What follows belongs to an exercise in optimizing a design on an open flow for small area, a short achievable clock period and few clock cycles per item; a production flow would make more cautious choices.
In this exercise RTL edits were held to simulation tests only and were not proved equivalent to the original.

==> flow/design.v, too long to show whole: its modules and the start of the top module <==
// module geofence: 238 lines
// module mul_s11x11a: 245 lines
// module mul_s12x11: 221 lines
module geofence (clk, reset, X, Y, R, valid, is_inside);
  // ...
==> flow/flow/run.sh <==
#!/bin/bash
# Standard ORFS layout at the design's clock and constraints, with two changes:
# the ports are buffered with a plain buf_2 (instead of the delay buffer
# buffer_ports picks by default), and repair_timing is asked for 19 ns of
# setup margin so that it also works on paths that already meet the clock.
set -euo pipefail
export BUFFER_PORTS_ARGS="-buffer_cell sky130_fd_sc_hd__buf_2"
export SETUP_SLACK_MARGIN=19
bash standard.sh > standard.log 2>&1
==> flow/standard.sh <==
#!/bin/bash
# synth_recipe.tcl (not shown) runs the flow's synth.tcl, then flattens the netlist and writes it again
# the make line also repeats each setting of config.mk as NAME=value (left out here)
make -C /OpenROAD-flow-scripts/flow DESIGN_CONFIG=/design/flow/config.mk WORK_HOME=/design/flow/orfs CLKGATE_MAP_FILE= SYNTH_SCRIPT=/design/flow/synth_recipe.tcl "${@:-finish}"
==> flow/config.mk <==
export PLATFORM = sky130hd
export DESIGN_NAME = geofence
export DESIGN_NICKNAME = geofence
export VERILOG_FILES = /design/flow/design.v
export SDC_FILE = /design/flow/constraint.sdc
export NUM_CORES = 4
export LEC_CHECK = 0
export ABC_AREA = 1
export CAP_MARGIN = 20
export CORE_MARGIN = 2
export CORE_UTILIZATION = 40
export SLEW_MARGIN = 20
==> flow/constraint.sdc <==
create_clock -name core_clock -period 25.0 [get_ports {clk}]
set_input_delay 5.0000 -clock core_clock [delete_from_list [all_inputs] [get_ports {clk}]]
set_output_delay 5.0000 -clock core_clock [all_outputs]
set_load 0.01 [all_outputs]
==> out/metrics.yaml, run 1 <==
timing:
  fin_skew_ns: 0.0596
  slew_viol_final: 0
  max_freq_ghz: 0.159
  hold_viol: 0
synthesis:
  synthTopCellsByArea: "dfxtp_1, ha_1, fa_1"
  yosysMostFrequentCell: "nand2_1"
  syn_avg_cell_area_sq_um: 7.63
  yosysWarnings: 2
status:
  status: "complete, no violations"
routing:
  wl_met3_um: 5590
  drt-initial-drc-count: 2066
  drtPass1Iterations: 5
hold_path:
  hold_path_end: "ring[3][9]"
worst_setup_path:
  end_kind: "output pin"
  critPathMaxStageDelay_ns: 0.46
  worstSetupEndpoint: "is_inside"
cells_and_area:
  nClkBuffers: 77
  n_all_inverters: 974
clocking:
  clock_sinks: 521
grt:
  grtUsageMet2: 0.368
  grt_overflow: 0
place:
  place_area_sq_um: 40300
die:
  core_sq_um: 96400
Testbench counts, summed over its fixed seeds: cycles 62,400, items 1,600.
==> module geofence, before the edit <==
module geofence (clk, reset, X, Y, R, valid, is_inside);
input clk;
input reset;
input [9:0] X;
input [9:0] Y;
input [10:0] R;
output reg valid;
output reg is_inside;
reg [5:0] n;                        
wire [5:0] n_n = (n == 6'd38) ? 6'd0 : n + 6'd1;
reg [2:0] g;                        
wire [2:0] g_n = (n == 6'd38 || g == 3'd5) ? 3'd0 : g + 3'd1;
reg inph;
reg [30:0] ring [0:5];              
reg [9:0] X0, Y0;
integer k;
always @(posedge clk) begin
    for (k = 0; k < 5; k = k + 1) ring[k] <= ring[k+1];
    ring[5] <= inph ? {X, Y, R} : ring[0];
    if (n == 6'd0) begin X0 <= X; Y0 <= Y; end
end
function [2:0] posof;               
    input [2:0] j;
    input [2:0] gg;
    reg [3:0] d;
    begin
        d = {1'b0, j} + 4'd6 - {1'b0, gg};
        posof = (d >= 4'd6) ? d[2:0] - 3'd6 : d[2:0];
    end
endfunction
reg [2:0] rk1, rk2, rk3, rk4, rk5;
wire [2:0] rf1, rf2, rf3, rf4, rf5;    
function [2:0] lsel;                
    input [2:0] r;
    begin
        lsel = (rf1 == r) ? 3'd1 : (rf2 == r) ? 3'd2 : (rf3 == r) ? 3'd3 :
               (rf4 == r) ? 3'd4 : 3'd5;
    end
endfunction
reg [5:0] selA, selB;               
reg [30:0] pA, pB;
integer kk;
always @(*) begin
    pA = 31'd0; pB = 31'd0;
    for (kk = 0; kk < 6; kk = kk + 1) begin
        pA = pA | (ring[kk] & {31{selA[kk]}});
        pB = pB | (ring[kk] & {31{selB[kk]}});
    end
end
wire [9:0]  ax = pA[30:21], ay = pA[20:11];
wire [10:0] ar = pA[10:0];
wire [9:0]  bx = pB[30:21], by = pB[20:11];
wire [10:0] br = pB[10:0];
reg rld, sload, smul, scmp, aph, sph, eph, uvl, aqsh, aacc, tsel, fin, radsum, radodd;
reg [3:0] asel;                     
function [5:0] pairof;
    input [5:0] nn;
    case (nn)
        6'd3:  pairof = {3'd1, 3'd2};
        6'd4:  pairof = {3'd1, 3'd3};
        6'd5:  pairof = {3'd2, 3'd3};
        6'd6:  pairof = {3'd1, 3'd4};
        6'd7:  pairof = {3'd2, 3'd4};
        6'd8:  pairof = {3'd3, 3'd4};
        6'd9:  pairof = {3'd1, 3'd5};
        6'd10: pairof = {3'd2, 3'd5};
        6'd11: pairof = {3'd3, 3'd5};
        default: pairof = {3'd4, 3'd5};
    endcase
endfunction
function [2:0] qsel;
    input [2:0] m;
    case (m)
        3'd1: qsel = lsel(3'd0);
        3'd2: qsel = lsel(3'd1);
        3'd3: qsel = lsel(3'd2);
        3'd4: qsel = lsel(3'd3);
        3'd5: qsel = lsel(3'd4);
        default: qsel = 3'd0;
    endcase
endfunction
wire [5:0] cn = n_n - 6'd15;        
wire [5:0] n_nn = (n_n == 6'd38) ? 6'd0 : n_n + 6'd1;
wire [5:0] cn2 = n_nn - 6'd15;
reg  [2:0] kA2;
reg  [2:0] mA, mB;                  
reg  [5:0] prn;                     
reg        srtn;
always @(*) begin
    kA2 = (cn2 <= 6'd5) ? cn2[2:0] : cn2[0] ? cn2[3:1] - 3'd2 : cn2[3:1] - 3'd3;
end
always @(posedge clk) begin
    mA <= kA2;
    mB <= kA2 + 3'd1;
    prn <= pairof(n_nn);
    srtn <= (n_nn >= 6'd3) && (n_nn <= 6'd12);
end
wire [2:0] jA_n = srtn ? prn[5:3] : qsel(mA);
wire [2:0] jB_n = srtn ? prn[2:0] : qsel(mB);
wire cph_n = (n_n >= 6'd15);
always @(posedge clk or posedge reset) begin
    if (reset) begin
        n <= 6'd0; g <= 3'd0; inph <= 1'b1; valid <= 1'b0;
    end else begin
        n <= n_n; g <= g_n;
        inph <= (n_n <= 6'd5);
        valid <= fin;
    end
end
always @(posedge clk) begin
    selA   <= 6'd1 << posof(jA_n, g_n);
    selB   <= 6'd1 << posof(jB_n, g_n);
    sload  <= (n_n >= 6'd3) && (n_n <= 6'd12);
    rld    <= cph_n && ((cn == 6'd0) || ((cn >= 6'd7) && (cn <= 6'd15) && cn[0]));
    smul   <= (n_n >= 6'd4) && (n_n <= 6'd13);
    scmp   <= smul;
    aph    <= cph_n && (cn <= 6'd5);
    sph    <= cph_n && (cn >= 6'd6) && (cn <= 6'd16) && !cn[0];
    eph    <= cph_n && (cn >= 6'd7) && (cn <= 6'd17) && cn[0];
    uvl    <= cph_n && (cn >= 6'd11) && (cn <= 6'd21) && cn[0];
    aqsh   <= cph_n && (cn >= 6'd5) && (cn <= 6'd10);
    aacc   <= cph_n && (cn >= 6'd8) && (cn <= 6'd18) && !cn[0];
    tsel   <= cph_n && (cn >= 6'd12) && (cn <= 6'd22) && !cn[0];
    fin    <= cph_n && (cn == 6'd22);
    radsum <= (cn <= 6'd7);
    radodd <= cn[0];
    case (cn)
        6'd6, 6'd16, 6'd17:        asel <= 4'b0001;
        6'd7, 6'd8, 6'd14, 6'd15:  asel <= 4'b0010;
        6'd9, 6'd10, 6'd12, 6'd13: asel <= 4'b0100;
        default:                   asel <= 4'b1000;
    endcase
end
reg  [10:0] oa1, ob1, ob2;
reg  [11:0] oa2;
reg  [21:0] m1r;
reg  [21:0] A, T;
reg  [21:0] m2r;
wire [21:0] m1, m2;
mul_s11x11a u_m1 (.a(oa1), .b(tsel ? {1'b0, qout} : ob1), .c(tsel ? T : 22'd0), .p(m1));    
mul_s12x11 u_m2 (.a(oa2), .b(ob2), .p(m2));
wire signed [21:0] sm1r = m1r, sm2r = m2r;
wire bef = sm1r > sm2r;             
always @(posedge clk) begin
    if (n <= 6'd3) begin
        rk1 <= 3'd0; rk2 <= 3'd0; rk3 <= 3'd0; rk4 <= 3'd0; rk5 <= 3'd0;
    end else begin
        rk1 <= rf1; rk2 <= rf2; rk3 <= rf3; rk4 <= rf4; rk5 <= rf5;
    end
end
wire [5:0] dij = pairof(n - 6'd2);  
wire [2:0] win = bef ? dij[2:0] : dij[5:3];     
assign rf1 = rk1 + {2'd0, scmp && win == 3'd1};
assign rf2 = rk2 + {2'd0, scmp && win == 3'd2};
assign rf3 = rk3 + {2'd0, scmp && win == 3'd3};
assign rf4 = rk4 + {2'd0, scmp && win == 3'd4};
assign rf5 = rk5 + {2'd0, scmp && win == 3'd5};
wire [19:0] rad = radsum ? (m1r[19:0] + m2r[19:0]) : (radodd ? m2r[19:0] : m1r[19:0]);
function [22:0] nrstep;    
    input [12:0] r;
    input [9:0]  q;
    input [1:0]  b;
    input [3:0]  j;
    reg [12:0] rn, m;
    begin
        if (!r[12]) rn = {r[10:0], b} - {1'b0, q, 2'b01};
        else        rn = {r[10:0], b} + {1'b0, q, 2'b11};
        m = 13'h1fff << (j + 1);
        rn = rn[j+1] ? (rn | m) : (rn & ~m);
        nrstep = {rn, q[8:0], !rn[12]};
    end
endfunction
reg [5:0]  q1r; reg [3:0] q1q; reg [11:0] q1rad;
reg [8:0]  q2r; reg [6:0] q2q; reg [5:0]  q2rad;
reg [9:0]  qout;
reg [22:0] s1, s2, s3;
always @(*) begin
    s1 = 23'd0;
    s1 = nrstep(s1[22:10], s1[9:0], rad[19:18], 4'd1);
    s1 = nrstep(s1[22:10], s1[9:0], rad[17:16], 4'd2);
    s1 = nrstep(s1[22:10], s1[9:0], rad[15:14], 4'd3);
    s1 = nrstep(s1[22:10], s1[9:0], rad[13:12], 4'd4);
    s2 = {{7{q1r[5]}}, q1r, 6'd0, q1q};
    s2 = nrstep(s2[22:10], s2[9:0], q1rad[11:10], 4'd5);
    s2 = nrstep(s2[22:10], s2[9:0], q1rad[9:8], 4'd6);
    s2 = nrstep(s2[22:10], s2[9:0], q1rad[7:6], 4'd7);
    s3 = {{4{q2r[8]}}, q2r, 3'd0, q2q};
    s3 = nrstep(s3[22:10], s3[9:0], q2rad[5:4], 4'd8);
    s3 = nrstep(s3[22:10], s3[9:0], q2rad[3:2], 4'd9);
    s3 = nrstep(s3[22:10], s3[9:0], q2rad[1:0], 4'd10);
end
always @(posedge clk) begin
    q1r <= s1[15:10]; q1q <= s1[3:0]; q1rad <= rad[11:0];
    q2r <= s2[18:10]; q2q <= s2[6:0]; q2rad <= q1rad[5:0];
    qout <= s3[9:0];
end
reg [9:0]  aq0, aq1, aq2, aq3;      
wire [9:0]  acur = asel[0] ? aq0 : asel[1] ? aq1 : asel[2] ? aq2 : aq3;
reg  [10:0] ri, rj;                 
wire [10:0] ssum = acur + ri + rj;
wire [9:0]  Sn = ssum[10:1];
wire [10:0] e1n = {1'b0, Sn} - {1'b0, acur};
wire [10:0] e2n = {1'b0, Sn} - ri;
wire [10:0] e3n = {1'b0, Sn} - {1'b0, rj[9:0]};
wire [10:0] dx = {1'b0, ax} - {1'b0, bx};
wire [10:0] dy = {1'b0, ay} - {1'b0, by};
always @(posedge clk) begin
    if (sload) begin
        oa1 <= {1'b0, ax} - {1'b0, X0};
        ob1 <= {1'b0, by} - {1'b0, Y0};
        oa2 <= {1'b0, ay} - {1'b0, Y0};
        ob2 <= {1'b0, bx} - {1'b0, X0};
    end
    if (aph) begin
        oa1 <= dx; ob1 <= dx; oa2 <= {dy[10], dy}; ob2 <= dy;
    end
    if (sph) begin
        oa1 <= {1'b0, Sn}; ob1 <= e1n;
        oa2 <= {2'b00, ax} + {2'b00, bx}; ob2 <= {1'b0, by} - {1'b0, ay};
    end
    if (eph) begin
        oa2 <= {e2n[10], e2n}; ob2 <= e3n;
    end
    if (uvl) begin
        oa1 <= {1'b0, qout};
    end
    m1r <= m1[21:0];
    if (rld) begin ri <= ar; rj <= br; end
    m2r <= m2[21:0];
    if (aqsh) begin aq0 <= qout; aq1 <= aq0; aq2 <= aq1; aq3 <= aq2; end
    if (n <= 6'd14) begin A <= 22'd0; T <= 22'd0; end
    else begin
        if (aacc) A <= A + m2r;
        if (tsel) T <= m1;
    end
    if (fin) is_inside <= ({1'b0, A[21:1]} >= m1);
end
endmodule
==> module mul_s11x11a, before the edit <==
module mul_s11x11a (a, b, c, p);
input [10:0] a;
input [10:0] b;
input [21:0] c;
output [21:0] p;
wire w1, w2, w3, w4, w5, w6, w7, w8, w9, w10, w11, w12, w13, w14, w15, w16;
wire w17, w18, w19, w20, w21, w22, w23, w24, w25, w26, w27, w28, w29, w30, w31, w32;
wire w33, w34, w35, w36, w37, w38, w39, w40, w41, w42, w43, w44, w45, w46, w47, w48;
wire w49, w50, w51, w52, w53, w54, w55, w56, w57, w58, w59, w60, w61, w62, w63, w64;
wire w65, w66, w67, w68, w69, w70, w71, w72, w73, w74, w75, w76, w77, w78, w79, w80;
wire w81, w82, w83, w84, w85, w86, w87, w88, w89, w90, w91, w92, w93, w94, w95, w96;
wire w97, w98, w99, w100, w101, w102, w103, w104, w105, w106, w107, w108, w109, w110, w111, w112;
wire w113, w114, w115, w116, w117, w118, w119, w120, w121, w122, w123, w124, w125, w126, w127, w128;
wire w129, w130, w131, w132, w133, w134, w135, w136, w137, w138, w139, w140, w141, w142, w143, w144;
wire w145, w146, w147, w148, w149, w150, w151, w152, w153, w154, w155, w156, w157, w158, w159, w160;
wire w161, w162, w163, w164, w165, w166, w167, w168, w169, w170, w171, w172, w173, w174, w175, w176;
wire w177, w178, w179, w180, w181, w182, w183, w184, w185, w186, w187, w188, w189, w190, w191, w192;
wire w193, w194, w195, w196, w197, w198, w199, w200, w201, w202, w203, w204, w205, w206, w207, w208;
wire w209, w210, w211, w212, w213, w214, w215, w216, w217, w218, w219, w220, w221, w222;
assign w1 = (a[0] & b[8]) ^ (a[1] & b[7]);
assign w2 = (a[0] & b[8]) & (a[1] & b[7]);
assign w3 = (a[0] & b[9]) ^ (a[1] & b[8]) ^ (a[2] & b[7]);
assign w4 = ((a[0] & b[9]) & (a[1] & b[8])) | ((a[0] & b[9]) & (a[2] & b[7])) | ((a[1] & b[8]) & (a[2] & b[7]));
assign w5 = (a[3] & b[6]) ^ (a[4] & b[5]);
assign w6 = (a[3] & b[6]) & (a[4] & b[5]);
assign w7 = ~(a[0] & b[10]) ^ (a[1] & b[9]) ^ (a[2] & b[8]);
assign w8 = (~(a[0] & b[10]) & (a[1] & b[9])) | (~(a[0] & b[10]) & (a[2] & b[8])) | ((a[1] & b[9]) & (a[2] & b[8]));
assign w9 = (a[3] & b[7]) ^ (a[4] & b[6]) ^ (a[5] & b[5]);
assign w10 = ((a[3] & b[7]) & (a[4] & b[6])) | ((a[3] & b[7]) & (a[5] & b[5])) | ((a[4] & b[6]) & (a[5] & b[5]));
assign w11 = (a[6] & b[4]) ^ (a[7] & b[3]);
assign w12 = (a[6] & b[4]) & (a[7] & b[3]);
assign w13 = ~(a[1] & b[10]) ^ (a[2] & b[9]) ^ (a[3] & b[8]);
assign w14 = (~(a[1] & b[10]) & (a[2] & b[9])) | (~(a[1] & b[10]) & (a[3] & b[8])) | ((a[2] & b[9]) & (a[3] & b[8]));
assign w15 = (a[4] & b[7]) ^ (a[5] & b[6]) ^ (a[6] & b[5]);
assign w16 = ((a[4] & b[7]) & (a[5] & b[6])) | ((a[4] & b[7]) & (a[6] & b[5])) | ((a[5] & b[6]) & (a[6] & b[5]));
assign w17 = (a[7] & b[4]) ^ (a[8] & b[3]) ^ (a[9] & b[2]);
assign w18 = ((a[7] & b[4]) & (a[8] & b[3])) | ((a[7] & b[4]) & (a[9] & b[2])) | ((a[8] & b[3]) & (a[9] & b[2]));
assign w19 = ~(a[2] & b[10]) ^ (a[3] & b[9]) ^ (a[4] & b[8]);
assign w20 = (~(a[2] & b[10]) & (a[3] & b[9])) | (~(a[2] & b[10]) & (a[4] & b[8])) | ((a[3] & b[9]) & (a[4] & b[8]));
assign w21 = (a[5] & b[7]) ^ (a[6] & b[6]) ^ (a[7] & b[5]);
assign w22 = ((a[5] & b[7]) & (a[6] & b[6])) | ((a[5] & b[7]) & (a[7] & b[5])) | ((a[6] & b[6]) & (a[7] & b[5]));
assign w23 = ~(a[3] & b[10]) ^ (a[4] & b[9]) ^ (a[5] & b[8]);
assign w24 = (~(a[3] & b[10]) & (a[4] & b[9])) | (~(a[3] & b[10]) & (a[5] & b[8])) | ((a[4] & b[9]) & (a[5] & b[8]));
assign w25 = (a[0] & b[5]) ^ (a[1] & b[4]);
assign w26 = (a[0] & b[5]) & (a[1] & b[4]);
assign w27 = (a[0] & b[6]) ^ (a[1] & b[5]) ^ (a[2] & b[4]);
assign w28 = ((a[0] & b[6]) & (a[1] & b[5])) | ((a[0] & b[6]) & (a[2] & b[4])) | ((a[1] & b[5]) & (a[2] & b[4]));
assign w29 = (a[3] & b[3]) ^ (a[4] & b[2]);
assign w30 = (a[3] & b[3]) & (a[4] & b[2]);
assign w31 = (a[0] & b[7]) ^ (a[1] & b[6]) ^ (a[2] & b[5]);
assign w32 = ((a[0] & b[7]) & (a[1] & b[6])) | ((a[0] & b[7]) & (a[2] & b[5])) | ((a[1] & b[6]) & (a[2] & b[5]));
assign w33 = (a[3] & b[4]) ^ (a[4] & b[3]) ^ (a[5] & b[2]);
assign w34 = ((a[3] & b[4]) & (a[4] & b[3])) | ((a[3] & b[4]) & (a[5] & b[2])) | ((a[4] & b[3]) & (a[5] & b[2]));
assign w35 = (a[6] & b[1]) ^ (a[7] & b[0]);
assign w36 = (a[6] & b[1]) & (a[7] & b[0]);
assign w37 = (a[2] & b[6]) ^ (a[3] & b[5]) ^ (a[4] & b[4]);
assign w38 = ((a[2] & b[6]) & (a[3] & b[5])) | ((a[2] & b[6]) & (a[4] & b[4])) | ((a[3] & b[5]) & (a[4] & b[4]));
assign w39 = (a[5] & b[3]) ^ (a[6] & b[2]) ^ (a[7] & b[1]);
assign w40 = ((a[5] & b[3]) & (a[6] & b[2])) | ((a[5] & b[3]) & (a[7] & b[1])) | ((a[6] & b[2]) & (a[7] & b[1]));
assign w41 = (a[8] & b[0]) ^ c[8] ^ w1;
assign w42 = ((a[8] & b[0]) & c[8]) | ((a[8] & b[0]) & w1) | (c[8] & w1);
assign w43 = (a[5] & b[4]) ^ (a[6] & b[3]) ^ (a[7] & b[2]);
assign w44 = ((a[5] & b[4]) & (a[6] & b[3])) | ((a[5] & b[4]) & (a[7] & b[2])) | ((a[6] & b[3]) & (a[7] & b[2]));
assign w45 = (a[8] & b[1]) ^ (a[9] & b[0]) ^ c[9];
assign w46 = ((a[8] & b[1]) & (a[9] & b[0])) | ((a[8] & b[1]) & c[9]) | ((a[9] & b[0]) & c[9]);
assign w47 = w2 ^ w3 ^ w5;
assign w48 = (w2 & w3) | (w2 & w5) | (w3 & w5);
assign w49 = (a[8] & b[2]) ^ (a[9] & b[1]) ^ ~(a[10] & b[0]);
assign w50 = ((a[8] & b[2]) & (a[9] & b[1])) | ((a[8] & b[2]) & ~(a[10] & b[0])) | ((a[9] & b[1]) & ~(a[10] & b[0]));
assign w51 = c[10] ^ w4 ^ w6;
assign w52 = (c[10] & w4) | (c[10] & w6) | (w4 & w6);
assign w53 = w7 ^ w9 ^ w11;
assign w54 = (w7 & w9) | (w7 & w11) | (w9 & w11);
assign w55 = ~(a[10] & b[1]) ^ 1'b1 ^ c[11];
assign w56 = (~(a[10] & b[1]) & 1'b1) | (~(a[10] & b[1]) & c[11]) | (1'b1 & c[11]);
assign w57 = w8 ^ w10 ^ w12;
assign w58 = (w8 & w10) | (w8 & w12) | (w10 & w12);
assign w59 = w13 ^ w15 ^ w17;
assign w60 = (w13 & w15) | (w13 & w17) | (w15 & w17);
assign w61 = (a[8] & b[4]) ^ (a[9] & b[3]) ^ ~(a[10] & b[2]);
assign w62 = ((a[8] & b[4]) & (a[9] & b[3])) | ((a[8] & b[4]) & ~(a[10] & b[2])) | ((a[9] & b[3]) & ~(a[10] & b[2]));
assign w63 = c[12] ^ w14 ^ w16;
assign w64 = (c[12] & w14) | (c[12] & w16) | (w14 & w16);
assign w65 = w18 ^ w19 ^ w21;
assign w66 = (w18 & w19) | (w18 & w21) | (w19 & w21);
assign w67 = (a[6] & b[7]) ^ (a[7] & b[6]) ^ (a[8] & b[5]);
assign w68 = ((a[6] & b[7]) & (a[7] & b[6])) | ((a[6] & b[7]) & (a[8] & b[5])) | ((a[7] & b[6]) & (a[8] & b[5]));
assign w69 = (a[9] & b[4]) ^ ~(a[10] & b[3]) ^ c[13];
assign w70 = ((a[9] & b[4]) & ~(a[10] & b[3])) | ((a[9] & b[4]) & c[13]) | (~(a[10] & b[3]) & c[13]);
assign w71 = w20 ^ w22 ^ w23;
assign w72 = (w20 & w22) | (w20 & w23) | (w22 & w23);
assign w73 = ~(a[4] & b[10]) ^ (a[5] & b[9]) ^ (a[6] & b[8]);
assign w74 = (~(a[4] & b[10]) & (a[5] & b[9])) | (~(a[4] & b[10]) & (a[6] & b[8])) | ((a[5] & b[9]) & (a[6] & b[8]));
assign w75 = (a[7] & b[7]) ^ (a[8] & b[6]) ^ (a[9] & b[5]);
assign w76 = ((a[7] & b[7]) & (a[8] & b[6])) | ((a[7] & b[7]) & (a[9] & b[5])) | ((a[8] & b[6]) & (a[9] & b[5]));
assign w77 = ~(a[10] & b[4]) ^ c[14] ^ w24;
assign w78 = (~(a[10] & b[4]) & c[14]) | (~(a[10] & b[4]) & w24) | (c[14] & w24);
assign w79 = ~(a[5] & b[10]) ^ (a[6] & b[9]) ^ (a[7] & b[8]);
assign w80 = (~(a[5] & b[10]) & (a[6] & b[9])) | (~(a[5] & b[10]) & (a[7] & b[8])) | ((a[6] & b[9]) & (a[7] & b[8]));
assign w81 = (a[8] & b[7]) ^ (a[9] & b[6]) ^ ~(a[10] & b[5]);
assign w82 = ((a[8] & b[7]) & (a[9] & b[6])) | ((a[8] & b[7]) & ~(a[10] & b[5])) | ((a[9] & b[6]) & ~(a[10] & b[5]));
assign w83 = ~(a[6] & b[10]) ^ (a[7] & b[9]) ^ (a[8] & b[8]);
assign w84 = (~(a[6] & b[10]) & (a[7] & b[9])) | (~(a[6] & b[10]) & (a[8] & b[8])) | ((a[7] & b[9]) & (a[8] & b[8]));
assign w85 = (a[0] & b[3]) ^ (a[1] & b[2]);
assign w86 = (a[0] & b[3]) & (a[1] & b[2]);
assign w87 = (a[0] & b[4]) ^ (a[1] & b[3]) ^ (a[2] & b[2]);
assign w88 = ((a[0] & b[4]) & (a[1] & b[3])) | ((a[0] & b[4]) & (a[2] & b[2])) | ((a[1] & b[3]) & (a[2] & b[2]));
assign w89 = (a[3] & b[1]) ^ (a[4] & b[0]);
assign w90 = (a[3] & b[1]) & (a[4] & b[0]);
assign w91 = (a[2] & b[3]) ^ (a[3] & b[2]) ^ (a[4] & b[1]);
assign w92 = ((a[2] & b[3]) & (a[3] & b[2])) | ((a[2] & b[3]) & (a[4] & b[1])) | ((a[3] & b[2]) & (a[4] & b[1]));
assign w93 = (a[5] & b[0]) ^ c[5] ^ w25;
assign w94 = ((a[5] & b[0]) & c[5]) | ((a[5] & b[0]) & w25) | (c[5] & w25);
assign w95 = (a[5] & b[1]) ^ (a[6] & b[0]) ^ c[6];
assign w96 = ((a[5] & b[1]) & (a[6] & b[0])) | ((a[5] & b[1]) & c[6]) | ((a[6] & b[0]) & c[6]);
assign w97 = w26 ^ w27 ^ w29;
assign w98 = (w26 & w27) | (w26 & w29) | (w27 & w29);
assign w99 = c[7] ^ w28 ^ w30;
assign w100 = (c[7] & w28) | (c[7] & w30) | (w28 & w30);
assign w101 = w31 ^ w33 ^ w35;
assign w102 = (w31 & w33) | (w31 & w35) | (w33 & w35);
assign w103 = w32 ^ w34 ^ w36;
assign w104 = (w32 & w34) | (w32 & w36) | (w34 & w36);
assign w105 = w37 ^ w39 ^ w41;
assign w106 = (w37 & w39) | (w37 & w41) | (w39 & w41);
assign w107 = w38 ^ w40 ^ w42;
assign w108 = (w38 & w40) | (w38 & w42) | (w40 & w42);
assign w109 = w43 ^ w45 ^ w47;
assign w110 = (w43 & w45) | (w43 & w47) | (w45 & w47);
assign w111 = w44 ^ w46 ^ w48;
assign w112 = (w44 & w46) | (w44 & w48) | (w46 & w48);
assign w113 = w49 ^ w51 ^ w53;
assign w114 = (w49 & w51) | (w49 & w53) | (w51 & w53);
assign w115 = w50 ^ w52 ^ w54;
assign w116 = (w50 & w52) | (w50 & w54) | (w52 & w54);
assign w117 = w55 ^ w57 ^ w59;
assign w118 = (w55 & w57) | (w55 & w59) | (w57 & w59);
assign w119 = w56 ^ w58 ^ w60;
assign w120 = (w56 & w58) | (w56 & w60) | (w58 & w60);
assign w121 = w61 ^ w63 ^ w65;
assign w122 = (w61 & w63) | (w61 & w65) | (w63 & w65);
assign w123 = w62 ^ w64 ^ w66;
assign w124 = (w62 & w64) | (w62 & w66) | (w64 & w66);
assign w125 = w67 ^ w69 ^ w71;
assign w126 = (w67 & w69) | (w67 & w71) | (w69 & w71);
assign w127 = w68 ^ w70 ^ w72;
assign w128 = (w68 & w70) | (w68 & w72) | (w70 & w72);
assign w129 = w73 ^ w75 ^ w77;
assign w130 = (w73 & w75) | (w73 & w77) | (w75 & w77);
assign w131 = c[15] ^ w74 ^ w76;
assign w132 = (c[15] & w74) | (c[15] & w76) | (w74 & w76);
assign w133 = w78 ^ w79 ^ w81;
assign w134 = (w78 & w79) | (w78 & w81) | (w79 & w81);
assign w135 = (a[9] & b[7]) ^ ~(a[10] & b[6]) ^ c[16];
assign w136 = ((a[9] & b[7]) & ~(a[10] & b[6])) | ((a[9] & b[7]) & c[16]) | (~(a[10] & b[6]) & c[16]);
assign w137 = w80 ^ w82 ^ w83;
assign w138 = (w80 & w82) | (w80 & w83) | (w82 & w83);
assign w139 = ~(a[7] & b[10]) ^ (a[8] & b[9]) ^ (a[9] & b[8]);
assign w140 = (~(a[7] & b[10]) & (a[8] & b[9])) | (~(a[7] & b[10]) & (a[9] & b[8])) | ((a[8] & b[9]) & (a[9] & b[8]));
assign w141 = ~(a[10] & b[7]) ^ c[17] ^ w84;
assign w142 = (~(a[10] & b[7]) & c[17]) | (~(a[10] & b[7]) & w84) | (c[17] & w84);
assign w143 = ~(a[8] & b[10]) ^ (a[9] & b[9]) ^ ~(a[10] & b[8]);
assign w144 = (~(a[8] & b[10]) & (a[9] & b[9])) | (~(a[8] & b[10]) & ~(a[10] & b[8])) | ((a[9] & b[9]) & ~(a[10] & b[8]));
assign w145 = (a[0] & b[2]) ^ (a[1] & b[1]);
assign w146 = (a[0] & b[2]) & (a[1] & b[1]);
assign w147 = (a[2] & b[1]) ^ (a[3] & b[0]) ^ c[3];
assign w148 = ((a[2] & b[1]) & (a[3] & b[0])) | ((a[2] & b[1]) & c[3]) | ((a[3] & b[0]) & c[3]);
assign w149 = c[4] ^ w86 ^ w87;
assign w150 = (c[4] & w86) | (c[4] & w87) | (w86 & w87);
assign w151 = w88 ^ w90 ^ w91;
assign w152 = (w88 & w90) | (w88 & w91) | (w90 & w91);
assign w153 = w92 ^ w94 ^ w95;
assign w154 = (w92 & w94) | (w92 & w95) | (w94 & w95);
assign w155 = w96 ^ w98 ^ w99;
assign w156 = (w96 & w98) | (w96 & w99) | (w98 & w99);
assign w157 = w100 ^ w102 ^ w103;
assign w158 = (w100 & w102) | (w100 & w103) | (w102 & w103);
assign w159 = w104 ^ w106 ^ w107;
assign w160 = (w104 & w106) | (w104 & w107) | (w106 & w107);
assign w161 = w108 ^ w110 ^ w111;
assign w162 = (w108 & w110) | (w108 & w111) | (w110 & w111);
assign w163 = w112 ^ w114 ^ w115;
assign w164 = (w112 & w114) | (w112 & w115) | (w114 & w115);
assign w165 = w116 ^ w118 ^ w119;
assign w166 = (w116 & w118) | (w116 & w119) | (w118 & w119);
assign w167 = w120 ^ w122 ^ w123;
assign w168 = (w120 & w122) | (w120 & w123) | (w122 & w123);
assign w169 = w124 ^ w126 ^ w127;
assign w170 = (w124 & w126) | (w124 & w127) | (w126 & w127);
assign w171 = w128 ^ w130 ^ w131;
assign w172 = (w128 & w130) | (w128 & w131) | (w130 & w131);
assign w173 = w132 ^ w134 ^ w135;
assign w174 = (w132 & w134) | (w132 & w135) | (w134 & w135);
assign w175 = w136 ^ w138 ^ w139;
assign w176 = (w136 & w138) | (w136 & w139) | (w138 & w139);
assign w177 = c[18] ^ w140 ^ w142;
assign w178 = (c[18] & w140) | (c[18] & w142) | (w140 & w142);
assign w179 = ~(a[9] & b[10]) ^ ~(a[10] & b[9]) ^ c[19];
assign w180 = (~(a[9] & b[10]) & ~(a[10] & b[9])) | (~(a[9] & b[10]) & c[19]) | (~(a[10] & b[9]) & c[19]);
assign w181 = (a[0] & b[1]) ^ (a[1] & b[0]);
assign w182 = (a[0] & b[1]) & (a[1] & b[0]);
assign w183 = (a[2] & b[0]) ^ c[2] ^ w145;
assign w184 = ((a[2] & b[0]) & c[2]) | ((a[2] & b[0]) & w145) | (c[2] & w145);
assign w185 = w85 ^ w146 ^ w147;
assign w186 = (w85 & w146) | (w85 & w147) | (w146 & w147);
assign w187 = w89 ^ w148 ^ w149;
assign w188 = (w89 & w148) | (w89 & w149) | (w148 & w149);
assign w189 = w93 ^ w150 ^ w151;
assign w190 = (w93 & w150) | (w93 & w151) | (w150 & w151);
assign w191 = w97 ^ w152 ^ w153;
assign w192 = (w97 & w152) | (w97 & w153) | (w152 & w153);
assign w193 = w101 ^ w154 ^ w155;
assign w194 = (w101 & w154) | (w101 & w155) | (w154 & w155);
assign w195 = w105 ^ w156 ^ w157;
assign w196 = (w105 & w156) | (w105 & w157) | (w156 & w157);
assign w197 = w109 ^ w158 ^ w159;
assign w198 = (w109 & w158) | (w109 & w159) | (w158 & w159);
assign w199 = w113 ^ w160 ^ w161;
assign w200 = (w113 & w160) | (w113 & w161) | (w160 & w161);
assign w201 = w117 ^ w162 ^ w163;
assign w202 = (w117 & w162) | (w117 & w163) | (w162 & w163);
assign w203 = w121 ^ w164 ^ w165;
assign w204 = (w121 & w164) | (w121 & w165) | (w164 & w165);
assign w205 = w125 ^ w166 ^ w167;
assign w206 = (w125 & w166) | (w125 & w167) | (w166 & w167);
assign w207 = w129 ^ w168 ^ w169;
assign w208 = (w129 & w168) | (w129 & w169) | (w168 & w169);
assign w209 = w133 ^ w170 ^ w171;
assign w210 = (w133 & w170) | (w133 & w171) | (w170 & w171);
assign w211 = w137 ^ w172 ^ w173;
assign w212 = (w137 & w172) | (w137 & w173) | (w172 & w173);
assign w213 = w141 ^ w174 ^ w175;
assign w214 = (w141 & w174) | (w141 & w175) | (w174 & w175);
assign w215 = w143 ^ w176 ^ w177;
assign w216 = (w143 & w176) | (w143 & w177) | (w176 & w177);
assign w217 = w144 ^ w178 ^ w179;
assign w218 = (w144 & w178) | (w144 & w179) | (w178 & w179);
assign w219 = (a[10] & b[10]) ^ c[20] ^ w180;
assign w220 = ((a[10] & b[10]) & c[20]) | ((a[10] & b[10]) & w180) | (c[20] & w180);
assign w221 = 1'b1 ^ c[21];
assign w222 = 1'b1 & c[21];
wire [21:0] r0 = {w220, w218, w216, w214, w212, w210, w208, w206, w204, w202, w200, w198, w196, w194, w192, w190, w188, w186, w184, w182, c[1], (a[0] & b[0])};
wire [21:0] r1 = {w221, w219, w217, w215, w213, w211, w209, w207, w205, w203, w201, w199, w197, w195, w193, w191, w189, w187, w185, w183, w181, c[0]};
assign p = r0 + r1;
endmodule
==> run 2: changes to the inputs <==
--- a/flow/design.v
+++ b/flow/design.v
@@ -75,33 +75,27 @@
         3'd2: qsel = lsel(3'd1);
         3'd3: qsel = lsel(3'd2);
         3'd4: qsel = lsel(3'd3);
         3'd5: qsel = lsel(3'd4);
         default: qsel = 3'd0;
     endcase
 endfunction
 wire [5:0] cn = n_n - 6'd15;        
-wire [5:0] n_nn = (n_n == 6'd38) ? 6'd0 : n_n + 6'd1;
-wire [5:0] cn2 = n_nn - 6'd15;
-reg  [2:0] kA2;
-reg  [2:0] mA, mB;                  
-reg  [5:0] prn;                     
-reg        srtn;
+reg  [2:0] kA_n;                    
+reg  [2:0] jA_n, jB_n;
 always @(*) begin
-    kA2 = (cn2 <= 6'd5) ? cn2[2:0] : cn2[0] ? cn2[3:1] - 3'd2 : cn2[3:1] - 3'd3;
-end
-always @(posedge clk) begin
-    mA <= kA2;
-    mB <= kA2 + 3'd1;
-    prn <= pairof(n_nn);
-    srtn <= (n_nn >= 6'd3) && (n_nn <= 6'd12);
+    kA_n = (cn <= 6'd5) ? cn[2:0] : cn[0] ? cn[3:1] - 3'd2 : cn[3:1] - 3'd3;
+    if (n_n >= 6'd3 && n_n <= 6'd12) begin
+        {jA_n, jB_n} = pairof(n_n);
+    end else begin
+        jA_n = qsel(kA_n);
+        jB_n = qsel(kA_n + 3'd1);
+    end
 end
-wire [2:0] jA_n = srtn ? prn[5:3] : qsel(mA);
-wire [2:0] jB_n = srtn ? prn[2:0] : qsel(mB);
 wire cph_n = (n_n >= 6'd15);
 always @(posedge clk or posedge reset) begin
     if (reset) begin
         n <= 6'd0; g <= 3'd0; inph <= 1'b1; valid <= 1'b0;
     end else begin
         n <= n_n; g <= g_n;
         inph <= (n_n <= 6'd5);
         valid <= fin;
@@ -132,17 +126,17 @@
     endcase
 end
 reg  [10:0] oa1, ob1, ob2;
 reg  [11:0] oa2;
 reg  [21:0] m1r;
 reg  [21:0] A, T;
 reg  [21:0] m2r;
 wire [21:0] m1, m2;
-mul_s11x11a u_m1 (.a(oa1), .b(tsel ? {1'b0, qout} : ob1), .c(tsel ? T : 22'd0), .p(m1));    
+mul_s11x11a u_m1 (.a(oa1), .b(ob1), .c(tsel ? T : 22'd0), .p(m1));    
 mul_s12x11 u_m2 (.a(oa2), .b(ob2), .p(m2));
 wire signed [21:0] sm1r = m1r, sm2r = m2r;
 wire bef = sm1r > sm2r;             
 always @(posedge clk) begin
     if (n <= 6'd3) begin
         rk1 <= 3'd0; rk2 <= 3'd0; rk3 <= 3'd0; rk4 <= 3'd0; rk5 <= 3'd0;
     end else begin
         rk1 <= rf1; rk2 <= rf2; rk3 <= rf3; rk4 <= rf4; rk5 <= rf5;
@@ -150,17 +144,19 @@
 end
 wire [5:0] dij = pairof(n - 6'd2);  
 wire [2:0] win = bef ? dij[2:0] : dij[5:3];     
 assign rf1 = rk1 + {2'd0, scmp && win == 3'd1};
 assign rf2 = rk2 + {2'd0, scmp && win == 3'd2};
 assign rf3 = rk3 + {2'd0, scmp && win == 3'd3};
 assign rf4 = rk4 + {2'd0, scmp && win == 3'd4};
 assign rf5 = rk5 + {2'd0, scmp && win == 3'd5};
-wire [19:0] rad = radsum ? (m1r[19:0] + m2r[19:0]) : (radodd ? m2r[19:0] : m1r[19:0]);
+wire [19:0] radsq;
+bk20 u_rad (.a(m1r[19:0]), .b(m2r[19:0]), .cin(1'b0), .s(radsq), .co());
+wire [19:0] rad = radsum ? radsq : (radodd ? m2r[19:0] : m1r[19:0]);
 function [22:0] nrstep;    
     input [12:0] r;
     input [9:0]  q;
     input [1:0]  b;
     input [3:0]  j;
     reg [12:0] rn, m;
     begin
         if (!r[12]) rn = {r[10:0], b} - {1'b0, q, 2'b01};
@@ -192,53 +188,64 @@
 always @(posedge clk) begin
     q1r <= s1[15:10]; q1q <= s1[3:0]; q1rad <= rad[11:0];
     q2r <= s2[18:10]; q2q <= s2[6:0]; q2rad <= q1rad[5:0];
     qout <= s3[9:0];
 end
 reg [9:0]  aq0, aq1, aq2, aq3;      
 wire [9:0]  acur = asel[0] ? aq0 : asel[1] ? aq1 : asel[2] ? aq2 : aq3;
 reg  [10:0] ri, rj;                 
-wire [10:0] ssum = acur + ri + rj;
+wire [10:0] cs_s = {1'b0, acur} ^ ri ^ rj;
+wire [10:0] cs_c = ({1'b0, acur} & ri) | ({1'b0, acur} & rj) | (ri & rj);
+wire [10:0] ssum, e1n, e2n, e3n, dx, dy, rax, rby, ray, rbx, shy;
+wire [11:0] shx;
+wire [21:0] Asum;
+wire        ge;
+bk11 u_ss (.a(cs_s), .b({cs_c[9:0], 1'b0}), .cin(1'b0), .s(ssum), .co());
 wire [9:0]  Sn = ssum[10:1];
-wire [10:0] e1n = {1'b0, Sn} - {1'b0, acur};
-wire [10:0] e2n = {1'b0, Sn} - ri;
-wire [10:0] e3n = {1'b0, Sn} - {1'b0, rj[9:0]};
-wire [10:0] dx = {1'b0, ax} - {1'b0, bx};
-wire [10:0] dy = {1'b0, ay} - {1'b0, by};
+bk11 u_e1 (.a({1'b0, Sn}), .b(~{1'b0, acur}),    .cin(1'b1), .s(e1n), .co());
+bk11 u_e2 (.a({1'b0, Sn}), .b(~ri),              .cin(1'b1), .s(e2n), .co());
+bk11 u_e3 (.a({1'b0, Sn}), .b(~{1'b0, rj[9:0]}), .cin(1'b1), .s(e3n), .co());
+bk11 u_dx (.a({1'b0, ax}), .b(~{1'b0, bx}), .cin(1'b1), .s(dx), .co());
+bk11 u_dy (.a({1'b0, ay}), .b(~{1'b0, by}), .cin(1'b1), .s(dy), .co());
+bk11 u_rax (.a({1'b0, ax}), .b(~{1'b0, X0}), .cin(1'b1), .s(rax), .co());
+bk11 u_rby (.a({1'b0, by}), .b(~{1'b0, Y0}), .cin(1'b1), .s(rby), .co());
+bk11 u_ray (.a({1'b0, ay}), .b(~{1'b0, Y0}), .cin(1'b1), .s(ray), .co());
+bk11 u_rbx (.a({1'b0, bx}), .b(~{1'b0, X0}), .cin(1'b1), .s(rbx), .co());
+bk12 u_shx (.a({2'b00, ax}), .b({2'b00, bx}), .cin(1'b0), .s(shx), .co());
+bk11 u_shy (.a({1'b0, by}), .b(~{1'b0, ay}), .cin(1'b1), .s(shy), .co());
+bk22 u_A (.a(A), .b(m2r), .cin(1'b0), .s(Asum), .co());
+bk22 u_ge (.a({1'b0, A[21:1]}), .b(~m1), .cin(1'b1), .s(), .co(ge));
 always @(posedge clk) begin
     if (sload) begin
-        oa1 <= {1'b0, ax} - {1'b0, X0};
-        ob1 <= {1'b0, by} - {1'b0, Y0};
-        oa2 <= {1'b0, ay} - {1'b0, Y0};
-        ob2 <= {1'b0, bx} - {1'b0, X0};
+        oa1 <= rax; ob1 <= rby; oa2 <= {ray[10], ray}; ob2 <= rbx;
     end
     if (aph) begin
         oa1 <= dx; ob1 <= dx; oa2 <= {dy[10], dy}; ob2 <= dy;
     end
     if (sph) begin
         oa1 <= {1'b0, Sn}; ob1 <= e1n;
-        oa2 <= {2'b00, ax} + {2'b00, bx}; ob2 <= {1'b0, by} - {1'b0, ay};
+        oa2 <= shx; ob2 <= shy;
     end
     if (eph) begin
         oa2 <= {e2n[10], e2n}; ob2 <= e3n;
     end
     if (uvl) begin
-        oa1 <= {1'b0, qout};
+        oa1 <= {1'b0, qout}; ob1 <= {1'b0, s3[9:0]};
     end
     m1r <= m1[21:0];
     if (rld) begin ri <= ar; rj <= br; end
     m2r <= m2[21:0];
     if (aqsh) begin aq0 <= qout; aq1 <= aq0; aq2 <= aq1; aq3 <= aq2; end
     if (n <= 6'd14) begin A <= 22'd0; T <= 22'd0; end
     else begin
-        if (aacc) A <= A + m2r;
+        if (aacc) A <= Asum;
         if (tsel) T <= m1;
     end
-    if (fin) is_inside <= ({1'b0, A[21:1]} >= m1);
+    is_inside <= ge;                 
 end
 endmodule
 module mul_s11x11a (a, b, c, p);
 input [10:0] a;
 input [10:0] b;
 input [21:0] c;
 output [21:0] p;
 wire w1, w2, w3, w4, w5, w6, w7, w8, w9, w10, w11, w12, w13, w14, w15, w16;
@@ -474,17 +481,17 @@
 assign w217 = w144 ^ w178 ^ w179;
 assign w218 = (w144 & w178) | (w144 & w179) | (w178 & w179);
 assign w219 = (a[10] & b[10]) ^ c[20] ^ w180;
 assign w220 = ((a[10] & b[10]) & c[20]) | ((a[10] & b[10]) & w180) | (c[20] & w180);
 assign w221 = 1'b1 ^ c[21];
 assign w222 = 1'b1 & c[21];
 wire [21:0] r0 = {w220, w218, w216, w214, w212, w210, w208, w206, w204, w202, w200, w198, w196, w194, w192, w190, w188, w186, w184, w182, c[1], (a[0] & b[0])};
 wire [21:0] r1 = {w221, w219, w217, w215, w213, w211, w209, w207, w205, w203, w201, w199, w197, w195, w193, w191, w189, w187, w185, w183, w181, c[0]};
-assign p = r0 + r1;
+bk22 u_fa (.a(r0), .b(r1), .cin(1'b0), .s(p), .co());
 endmodule
 module mul_s12x11 (a, b, p);
 input [11:0] a;
 input [10:0] b;
 output [21:0] p;
 wire w1, w2, w3, w4, w5, w6, w7, w8, w9, w10, w11, w12, w13, w14, w15, w16;
 wire w17, w18, w19, w20, w21, w22, w23, w24, w25, w26, w27, w28, w29, w30, w31, w32;
 wire w33, w34, w35, w36, w37, w38, w39, w40, w41, w42, w43, w44, w45, w46, w47, w48;
@@ -695,10 +702,270 @@
 assign w195 = w127 ^ w158 ^ w159;
 assign w196 = (w127 & w158) | (w127 & w159) | (w158 & w159);
 assign w197 = w128 ^ w160 ^ w161;
 assign w198 = (w128 & w160) | (w128 & w161) | (w160 & w161);
 assign w199 = ~(a[10] & b[10]) ^ ~(a[11] & b[9]) ^ w162;
 assign w200 = (~(a[10] & b[10]) & ~(a[11] & b[9])) | (~(a[10] & b[10]) & w162) | (~(a[11] & b[9]) & w162);
 wire [21:0] r0 = {(a[11] & b[10]), w198, w196, w194, w192, w190, w188, w186, w184, w182, w180, w178, w176, w174, w172, w170, w168, w166, w164, (a[2] & b[0]), (a[0] & b[1]), (a[0] & b[0])};
 wire [21:0] r1 = {w200, w199, w197, w195, w193, w191, w189, w187, w185, w183, w181, w179, w177, w175, w173, w171, w169, w167, w165, w163, (a[1] & b[0]), 1'b0};
-assign p = r0 + r1;
+bk22 u_fa (.a(r0), .b(r1), .cin(1'b0), .s(p), .co());
+endmodule
+module bk11 (a, b, cin, s, co);
+input [10:0] a;
+input [10:0] b;
+input cin;
+output [10:0] s;
+output co;
+wire [10:0] p = a ^ b;
+wire [10:0] g = a & b;
+wire G1 = g[0] | (p[0] & cin);
+wire P1 = p[0] & 1'b0;
+wire G2 = g[2] | (p[2] & g[1]);
+wire P2 = p[2] & p[1];
+wire G3 = g[4] | (p[4] & g[3]);
+wire P3 = p[4] & p[3];
+wire G4 = g[6] | (p[6] & g[5]);
+wire P4 = p[6] & p[5];
+wire G5 = g[8] | (p[8] & g[7]);
+wire P5 = p[8] & p[7];
+wire G6 = g[10] | (p[10] & g[9]);
+wire P6 = p[10] & p[9];
+wire G7 = G2 | (P2 & G1);
+wire P7 = P2 & P1;
+wire G8 = G4 | (P4 & G3);
+wire P8 = P4 & P3;
+wire G9 = G6 | (P6 & G5);
+wire P9 = P6 & P5;
+wire G10 = G8 | (P8 & G7);
+wire P10 = P8 & P7;
+wire G11 = G9 | (P9 & G10);
+wire P11 = P9 & P10;
+wire G12 = G3 | (P3 & G7);
+wire P12 = P3 & P7;
+wire G13 = G5 | (P5 & G10);
+wire P13 = P5 & P10;
+wire G14 = g[1] | (p[1] & G1);
+wire P14 = p[1] & P1;
+wire G15 = g[3] | (p[3] & G7);
+wire P15 = p[3] & P7;
+wire G16 = g[5] | (p[5] & G12);
+wire P16 = p[5] & P12;
+wire G17 = g[7] | (p[7] & G10);
+wire P17 = p[7] & P10;
+wire G18 = g[9] | (p[9] & G13);
+wire P18 = p[9] & P13;
+assign s = p ^ {G18, G13, G17, G10, G16, G12, G15, G7, G14, G1, cin};
+assign co = G11;
+endmodule
+module bk12 (a, b, cin, s, co);
+input [11:0] a;
+input [11:0] b;
+input cin;
+output [11:0] s;
+output co;
+wire [11:0] p = a ^ b;
+wire [11:0] g = a & b;
+wire G1 = g[0] | (p[0] & cin);
+wire P1 = p[0] & 1'b0;
+wire G2 = g[2] | (p[2] & g[1]);
+wire P2 = p[2] & p[1];
+wire G3 = g[4] | (p[4] & g[3]);
+wire P3 = p[4] & p[3];
+wire G4 = g[6] | (p[6] & g[5]);
+wire P4 = p[6] & p[5];
+wire G5 = g[8] | (p[8] & g[7]);
+wire P5 = p[8] & p[7];
+wire G6 = g[10] | (p[10] & g[9]);
+wire P6 = p[10] & p[9];
+wire G7 = G2 | (P2 & G1);
+wire P7 = P2 & P1;
+wire G8 = G4 | (P4 & G3);
+wire P8 = P4 & P3;
+wire G9 = G6 | (P6 & G5);
+wire P9 = P6 & P5;
+wire G10 = G8 | (P8 & G7);
+wire P10 = P8 & P7;
+wire G11 = G9 | (P9 & G10);
+wire P11 = P9 & P10;
+wire G12 = G3 | (P3 & G7);
+wire P12 = P3 & P7;
+wire G13 = G5 | (P5 & G10);
+wire P13 = P5 & P10;
+wire G14 = g[1] | (p[1] & G1);
+wire P14 = p[1] & P1;
+wire G15 = g[3] | (p[3] & G7);
+wire P15 = p[3] & P7;
+wire G16 = g[5] | (p[5] & G12);
+wire P16 = p[5] & P12;
+wire G17 = g[7] | (p[7] & G10);
+wire P17 = p[7] & P10;
+wire G18 = g[9] | (p[9] & G13);
+wire P18 = p[9] & P13;
+wire G19 = g[11] | (p[11] & G11);
+wire P19 = p[11] & P11;
+assign s = p ^ {G11, G18, G13, G17, G10, G16, G12, G15, G7, G14, G1, cin};
+assign co = G19;
+endmodule
+module bk20 (a, b, cin, s, co);
+input [19:0] a;
+input [19:0] b;
+input cin;
+output [19:0] s;
+output co;
+wire [19:0] p = a ^ b;
+wire [19:0] g = a & b;
+wire G1 = g[0] | (p[0] & cin);
+wire P1 = p[0] & 1'b0;
+wire G2 = g[2] | (p[2] & g[1]);
+wire P2 = p[2] & p[1];
+wire G3 = g[4] | (p[4] & g[3]);
+wire P3 = p[4] & p[3];
+wire G4 = g[6] | (p[6] & g[5]);
+wire P4 = p[6] & p[5];
+wire G5 = g[8] | (p[8] & g[7]);
+wire P5 = p[8] & p[7];
+wire G6 = g[10] | (p[10] & g[9]);
+wire P6 = p[10] & p[9];
+wire G7 = g[12] | (p[12] & g[11]);
+wire P7 = p[12] & p[11];
+wire G8 = g[14] | (p[14] & g[13]);
+wire P8 = p[14] & p[13];
+wire G9 = g[16] | (p[16] & g[15]);
+wire P9 = p[16] & p[15];
+wire G10 = g[18] | (p[18] & g[17]);
+wire P10 = p[18] & p[17];
+wire G11 = G2 | (P2 & G1);
+wire P11 = P2 & P1;
+wire G12 = G4 | (P4 & G3);
+wire P12 = P4 & P3;
+wire G13 = G6 | (P6 & G5);
+wire P13 = P6 & P5;
+wire G14 = G8 | (P8 & G7);
+wire P14 = P8 & P7;
+wire G15 = G10 | (P10 & G9);
+wire P15 = P10 & P9;
+wire G16 = G12 | (P12 & G11);
+wire P16 = P12 & P11;
+wire G17 = G14 | (P14 & G13);
+wire P17 = P14 & P13;
+wire G18 = G17 | (P17 & G16);
+wire P18 = P17 & P16;
+wire G19 = G13 | (P13 & G16);
+wire P19 = P13 & P16;
+wire G20 = G15 | (P15 & G18);
+wire P20 = P15 & P18;
+wire G21 = G3 | (P3 & G11);
+wire P21 = P3 & P11;
+wire G22 = G5 | (P5 & G16);
+wire P22 = P5 & P16;
+wire G23 = G7 | (P7 & G19);
+wire P23 = P7 & P19;
+wire G24 = G9 | (P9 & G18);
+wire P24 = P9 & P18;
+wire G25 = g[1] | (p[1] & G1);
+wire P25 = p[1] & P1;
+wire G26 = g[3] | (p[3] & G11);
+wire P26 = p[3] & P11;
+wire G27 = g[5] | (p[5] & G21);
+wire P27 = p[5] & P21;
+wire G28 = g[7] | (p[7] & G16);
+wire P28 = p[7] & P16;
+wire G29 = g[9] | (p[9] & G22);
+wire P29 = p[9] & P22;
+wire G30 = g[11] | (p[11] & G19);
+wire P30 = p[11] & P19;
+wire G31 = g[13] | (p[13] & G23);
+wire P31 = p[13] & P23;
+wire G32 = g[15] | (p[15] & G18);
+wire P32 = p[15] & P18;
+wire G33 = g[17] | (p[17] & G24);
+wire P33 = p[17] & P24;
+wire G34 = g[19] | (p[19] & G20);
+wire P34 = p[19] & P20;
+assign s = p ^ {G20, G33, G24, G32, G18, G31, G23, G30, G19, G29, G22, G28, G16, G27, G21, G26, G11, G25, G1, cin};
+assign co = G34;
+endmodule
+module bk22 (a, b, cin, s, co);
+input [21:0] a;
+input [21:0] b;
+input cin;
+output [21:0] s;
+output co;
+wire [21:0] p = a ^ b;
+wire [21:0] g = a & b;
+wire G1 = g[0] | (p[0] & cin);
+wire P1 = p[0] & 1'b0;
+wire G2 = g[2] | (p[2] & g[1]);
+wire P2 = p[2] & p[1];
+wire G3 = g[4] | (p[4] & g[3]);
+wire P3 = p[4] & p[3];
+wire G4 = g[6] | (p[6] & g[5]);
+wire P4 = p[6] & p[5];
+wire G5 = g[8] | (p[8] & g[7]);
+wire P5 = p[8] & p[7];
+wire G6 = g[10] | (p[10] & g[9]);
+wire P6 = p[10] & p[9];
+wire G7 = g[12] | (p[12] & g[11]);
+wire P7 = p[12] & p[11];
+wire G8 = g[14] | (p[14] & g[13]);
+wire P8 = p[14] & p[13];
+wire G9 = g[16] | (p[16] & g[15]);
+wire P9 = p[16] & p[15];
+wire G10 = g[18] | (p[18] & g[17]);
+wire P10 = p[18] & p[17];
+wire G11 = g[20] | (p[20] & g[19]);
+wire P11 = p[20] & p[19];
+wire G12 = G2 | (P2 & G1);
+wire P12 = P2 & P1;
+wire G13 = G4 | (P4 & G3);
+wire P13 = P4 & P3;
+wire G14 = G6 | (P6 & G5);
+wire P14 = P6 & P5;
+wire G15 = G8 | (P8 & G7);
+wire P15 = P8 & P7;
+wire G16 = G10 | (P10 & G9);
+wire P16 = P10 & P9;
+wire G17 = G13 | (P13 & G12);
+wire P17 = P13 & P12;
+wire G18 = G15 | (P15 & G14);
+wire P18 = P15 & P14;
+wire G19 = G18 | (P18 & G17);
+wire P19 = P18 & P17;
+wire G20 = G14 | (P14 & G17);
+wire P20 = P14 & P17;
+wire G21 = G16 | (P16 & G19);
+wire P21 = P16 & P19;
+wire G22 = G3 | (P3 & G12);
+wire P22 = P3 & P12;
+wire G23 = G5 | (P5 & G17);
+wire P23 = P5 & P17;
+wire G24 = G7 | (P7 & G20);
+wire P24 = P7 & P20;
+wire G25 = G9 | (P9 & G19);
+wire P25 = P9 & P19;
+wire G26 = G11 | (P11 & G21);
+wire P26 = P11 & P21;
+wire G27 = g[1] | (p[1] & G1);
+wire P27 = p[1] & P1;
+wire G28 = g[3] | (p[3] & G12);
+wire P28 = p[3] & P12;
+wire G29 = g[5] | (p[5] & G22);
+wire P29 = p[5] & P22;
+wire G30 = g[7] | (p[7] & G17);
+wire P30 = p[7] & P17;
+wire G31 = g[9] | (p[9] & G23);
+wire P31 = p[9] & P23;
+wire G32 = g[11] | (p[11] & G20);
+wire P32 = p[11] & P20;
+wire G33 = g[13] | (p[13] & G24);
+wire P33 = p[13] & P24;
+wire G34 = g[15] | (p[15] & G19);
+wire P34 = p[15] & P19;
+wire G35 = g[17] | (p[17] & G25);
+wire P35 = p[17] & P25;
+wire G36 = g[19] | (p[19] & G21);
+wire P36 = p[19] & P21;
+wire G37 = g[21] | (p[21] & G26);
+wire P37 = p[21] & P26;
+assign s = p ^ {G26, G36, G21, G35, G25, G34, G19, G33, G24, G32, G20, G31, G23, G30, G17, G29, G22, G28, G12, G27, G1, cin};
+assign co = G37;
 endmodule
==> run 2 against run 1 <==
Against the previous run: still clean on timing, DRC and antenna; sequential share of layout area rose by 1.2 points; clock skew rose by 0.0040 ns; critical endpoint is now valid.
==> out/metrics.yaml, run 2 <==
clocking:
  ctsRootBufferMaster: "clkbuf_16"
  htree_levels: 2
  cts_buffer_depth: 3
  cts_tree: "built"
  path_clk_slew_ns: 0.06
  clock_sinks: 508  # -2.5%
  clkLatencyLatePin_ns: 0.67
  numCtsBuffers: 55
timing:
  setup-violations-final: 0
  fin_skew_ns: 0.0635  # +0.00398 ns
  fin_hold_ws_ns: 0.334
  hold_viol: 0  # unchanged
  finalCritPeriodShare: 0.246
  grt_setup_unrepaired: "true"
  max_freq_ghz: 0.163  # +2.0%
  slew_viol_final: 0  # unchanged
  fin_setup_tns_ns: 0
  layout_min_cycle_time_ns: 6.15
  finalWorstSetupSlack_ns: 18.85
  worst_slew_margin_rel: 0.277
  worstMarginPinSlew_ns: 1.08
die:
  die_w_um: 306
  core_sq_um: 90300  # -6.4%
  start_util: 0.405
  dieHeight_um: 306
  die_area_sq_um: 93700
  rows: 110
  io_pins: 35
cells_and_area:
  final_common_cell: "inv_1"
  largest_reg_flops: 186
  final_cell_mix: "inv_1, nand2_1, dfxtp_1"
  layout-drive-gt1-share: 0.0681
  stdcell_area_sq_um: 40300
  area_growth_pct: 10.3
  top_register: "ring"
  fin_cells: 5593
  num_antenna_cells: 0
  utilization: 0.446
  nets: 5034
grt:
  grt_pass1_vias: 27728
  grt.total_usage: 0.207
  grt_max_degree: 63
  antenna_found_initial: 5
  grt_first_pass_wirelength_um: 154000
  grt_overflow: 0  # unchanged
synthesis:
  synthCells: 4355
  synth.yosys.seq_area_share: 0.314
  async_flop_share: 0.0217
  ys_ff_latch: 508
  synth_edf_count: 125
  syn_nets: 5019
  synth_area_leader_cell: "dfxtp_1"
  synth_top_area_frac: 0.204
  synth_cell_types: 64
  syn-cell-area_sq_um: 36500
  synthTopCellsByArea: "dfxtp_1, fa_1, ha_1"
  yosysMostFrequentCell: "inv_1"
  yosysWarnings: 2  # unchanged
  synth_flop_cell: "dfxtp_1"
  syn_avg_cell_area_sq_um: 8.39  # +9.9%
  synth_common_cells: "inv_1, nand2_1, dfxtp_1"
worst_setup_path:
  end_kind: "output pin"
  path_max_fanout: 1
  slowest_stage: "dfrtp_1"
  critPathMaxStageDelay_ns: 0.38  # -0.08 ns
  cp.required_ns: 20.00
  worst-path-buf-inv: 1
  cp.depth: 1
  cpLargestDelayFamily: "flip-flops"
  arrival_ns: 1.15
  regToRegSetupSlack_ns: 19.31
  crit_chain: "buf_6"
  critical_path_class: "flip-flop to output pin"
  start_kind: "flip-flop"
  r2r_cells: 24
hold_path:
  whs_path_depth: 0
  hp-class: "flip-flop to flip-flop"
place:
  port_buffers: 34
  place_area_sq_um: 37800  # -6.1%
  post-dp-hpwl_um: 74000
  gp_congestion: 0.917
  dp_cells: 5449
  pre_cts_ws_ns: 18.88
routing:
  wl_per_cell_um: 17.3
  drt_wl_total_um: 96500
  drt-initial-drc-count: 1986  # -3.9%
  drtAntennaViolNets: 0
  drc: 0
  via_per_inst: 4.99
  num_vias: 27884
  drtPass1Iterations: 5  # unchanged
flow_run:
  drv_cap: 0
status:
  status: "complete, no violations"
run 2: cell count changes after synthesis, sizes merged, moves of 16 or more:
cell | previous run | this run
o31ai | 27 | 8
nand2 | 1141 | 910
nand3 | 209 | 134
xnor2 | 70 | 86
nor2 | 353 | 161
xor2 | 105 | 78
o211ai | 51 | 21
fa | 214 | 298
inv | 969 | 910
o21ai | 281 | 201
a21oi | 337 | 252
run 2: area by class of cell:
| cell class | count | area (sq um) |
|---|---|---|
| Fill cell | 8926 | 50000 |
| Multi-Input combinational cell | 2794 | 21300 |
| Sequential cell | 508 | 11500 |
| Inverter | 913 | 3440 |
| Clock buffer | 75 | 1580 |
| Tap cell | 1176 | 1470 |
| Timing Repair Buffer | 98 | 663 |
| Clock inverter | 29 | 305 |
run 2: cells by family after synthesis:
group	Yosys count	synth area share
AOI/OAI and AO/OA	679	0.108
xor gates and xnor gates	164	0.0399
adders and majority gates	632	0.278
buffers and inverters	1053	0.109
DFF	508	0.314
and+or+nand+nor	1319	0.151
run 2: routing by layer:
metal  part of all wire  GRT usage  vias to the layer above
met5            0.00024          0                        -
met4              0.034     0.0706                        4
met3              0.052     0.0273                      157
met2               0.47      0.345                      717
met1               0.45      0.278                    13255
li1                   -          -                    13751
run 2: path summary, 6_finish.rpt:
kind | start | endpoint
worst min-delay path | q1rad[2] | q2rad[2]
worst max register to register | ob1[7] | is_inside
min in group asynchronous | reset | n[5]
worst min register to register | q1rad[2] | q2rad[2]
worst max-delay path | valid | valid
max in group asynchronous | reset | n[0]
run 2: what timing repair did:
action                     CTS  global route
setup endpoints to repair    6            21
resized for setup            7            65
buffers inserted             0            40
hold buffers                 0             0
pin swaps                    0             7
Testbench counts of run 2, summed over its fixed seeds: cycles 62,400, items 1,600.
==> run 3: changes to the inputs <==
--- a/flow/config.mk
+++ b/flow/config.mk
@@ -11,2 +11,4 @@
 export CORE_UTILIZATION = 40
+export CTS_CLUSTER_DIAMETER = 100
+export CTS_CLUSTER_SIZE = 20
 export SLEW_MARGIN = 20
==> run 3 against run 2 <==
Against the previous run: still clean on timing, DRC and antenna; core utilization decreased by 1.2 points; register-to-register slack got worse by 0.03 ns; routed wire length decreased by 1.2%; critical path depth unchanged; worst setup slack improved by 0.0016 ns; die area unchanged; count of clock-buffer cells in the layout decreased by 28; clock skew decreased by 0.016 ns; via count decreased by 0.77%.
==> out/metrics.yaml, run 3 <==
status:
  status: "complete, no violations"
synthesis:
  synth_edf_count: 125  # unchanged
  async_flop_share: 0.0217  # unchanged
  yosysMostFrequentCell: "inv_1"
  syn_nets: 5019  # unchanged
  synthCells: 4355  # unchanged
  synth_flop_cell: "dfxtp_1"
  synth_top_area_frac: 0.204  # unchanged
  synth.yosys.seq_area_share: 0.314  # unchanged
  synth_area_leader_cell: "dfxtp_1"
grt:
  grt.total_usage: 0.204  # -0.00295
  grt_max_degree: 63  # unchanged
  grt_first_pass_wirelength_um: 152000  # -0.91%
  grt_pass1_vias: 27469  # -0.93%
  grt_overflow: 0  # unchanged
clocking:
  htree_levels: 1  # -1
  path_clk_slew_ns: 0.08  # +0.02 ns
  clock_sinks: 508  # unchanged
hold_path:
  hp-class: "flip-flop to flip-flop"
  hold_path_end: "scmp"
cells_and_area:
  layout-drive-gt1-share: 0.0551  # -0.0130
  final_common_cell: "inv_1"
  top_register: "ring"
routing:
  via_per_inst: 5.00  # +0.34%
  drc: 0  # unchanged
worst_setup_path:
  cp.required_ns: 20.00  # about the same
  cp.depth: 1  # unchanged
  r2r_end: "is_inside"
  r2r_cells: 22  # -8.3%
  cpLargestDelayFamily: "flip-flops"
  critical_path_class: "flip-flop to output pin"
  worst-path-buf-inv: 1  # unchanged
die:
  dieHeight_um: 306  # unchanged
  core_sq_um: 90300  # unchanged
  die_area_sq_um: 93700  # unchanged
  io_pins: 35  # unchanged
  start_util: 0.405  # unchanged
timing:
  worst_slew_margin_rel: 0.264  # -0.0129
  setup-violations-final: 0  # unchanged
  fin_skew_ns: 0.0479  # -0.0156 ns
  finalWorstSetupSlack_ns: 18.85  # +0.00160 ns
  layout_min_cycle_time_ns: 6.15  # -0.00160 ns
  slew_viol_final: 0  # unchanged
place:
  gp_congestion: 0.917  # unchanged
  pre_cts_ws_ns: 18.88  # unchanged
  post-dp-hpwl_um: 74000  # unchanged
flow_run:
  drv_cap: 0  # unchanged
==> run 3: cell counts after synthesis <==
No cell type changed its count.
==> run 3: timing repair <==
item / 4_1_cts / 5_1_grt
pin swaps: 0 / 4
hold buffers: 0 / 0
endpoints found under the setup margin: 6 / 21
buffers inserted: 0 / 27
gates resized for setup: 7 / 69
==> run 3: how the worst max path moves through the flow <==
stage                endpoint   start  slack (ns)
CTS                     valid   valid       18.81
global route            valid   valid       18.81
detailed placement    selB[2]    n[0]       18.88
global placement      selB[2]    n[0]       18.97
finish                  valid   valid       18.85
floorplan           is_inside  oa1[4]       19.62
==> run 3: logic make-up after synthesis <==
group,Yosys count,synth area share
AO/OA/AOI/OAI,679,0.108
XOR/XNOR,164,0.0399
adder cells (fa/ha/maj),632,0.278
buffers and inverters,1053,0.109
flip-flops,508,0.314
AND/OR/NAND/NOR,1319,0.151
==> run 3: area by class of cell <==
cell class	count	area, sq um	share of cell area
multi-input combinational	2794	21300	0.543
timing repair buffer	85	566	0.0144
inverter	913	3440	0.0877
tap	1176	1470	0.0375
clock buffer	47	850	0.0216
clock inverter	8	85.1	0.00217
sequential	508	11500	0.293
==> run 3: per-layer routing <==
metal,up-vias,share of wire,track usage
li1,13654,-,-
met1,13216,0.45,0.278
met2,666,0.47,0.345
met3,133,0.050,0.0201
met4,0,0.031,0.0595
met5,-,0,0
==> run 3: worst register-to-register path: cells and delay by family, from the launching register on <==
kind	cells	cell delay, ns
adder cells (fa/ha/maj)	8	3.38
AND/OR/NAND/NOR	7	0.77
flip-flops	1	0.68
AO/OA/AOI/OAI	3	0.38
buffers and inverters	3	0.22
XOR/XNOR	1	0.18
==> run 3: stage by stage <==
step / util / instance area (sq um) / hold WS (ns) / instances
finish: 0.435 / 39300 / 0.338 / 5531
global placement: 0.419 / 37800 / 0.313 / 5449
detailed placement: 0.419 / 37800 / 0.319 / 5449
CTS: 0.429 / 38800 / 0.341 / 5504
global route: 0.435 / 39300 / 0.347 / 5531
floorplan: - / 36500 / 0.310 / 4355

separate check: timing with driven ports:
The results above use ideal ports. As a check the final layouts listed here were re-extracted and re-timed, cells and wires unchanged.
Step 1 sets driving cells, clkbuf_16 on the clock port and buf_2 on the other inputs (assumed; they add their load-dependent delay and slew).
Step 2 also shifts input and output timing later by t, the mid clock arrival at the registers, as if the neighbouring blocks saw the same clock.
a / b / c = ideal / step 1 / step 2; a / b = the first two.
run | t, ns | setup WS [ns] | pins driven straight from the clock port
run 1 | 0.734 | 18.726 / 18.653 / 18.794 | 1
run 2 | 0.698 | 18.850 / 18.786 / 19.306 | 1
run 3 | 0.704 | 18.851 / 18.784 / 19.275 | 1
After both steps every run listed still meets setup and hold.
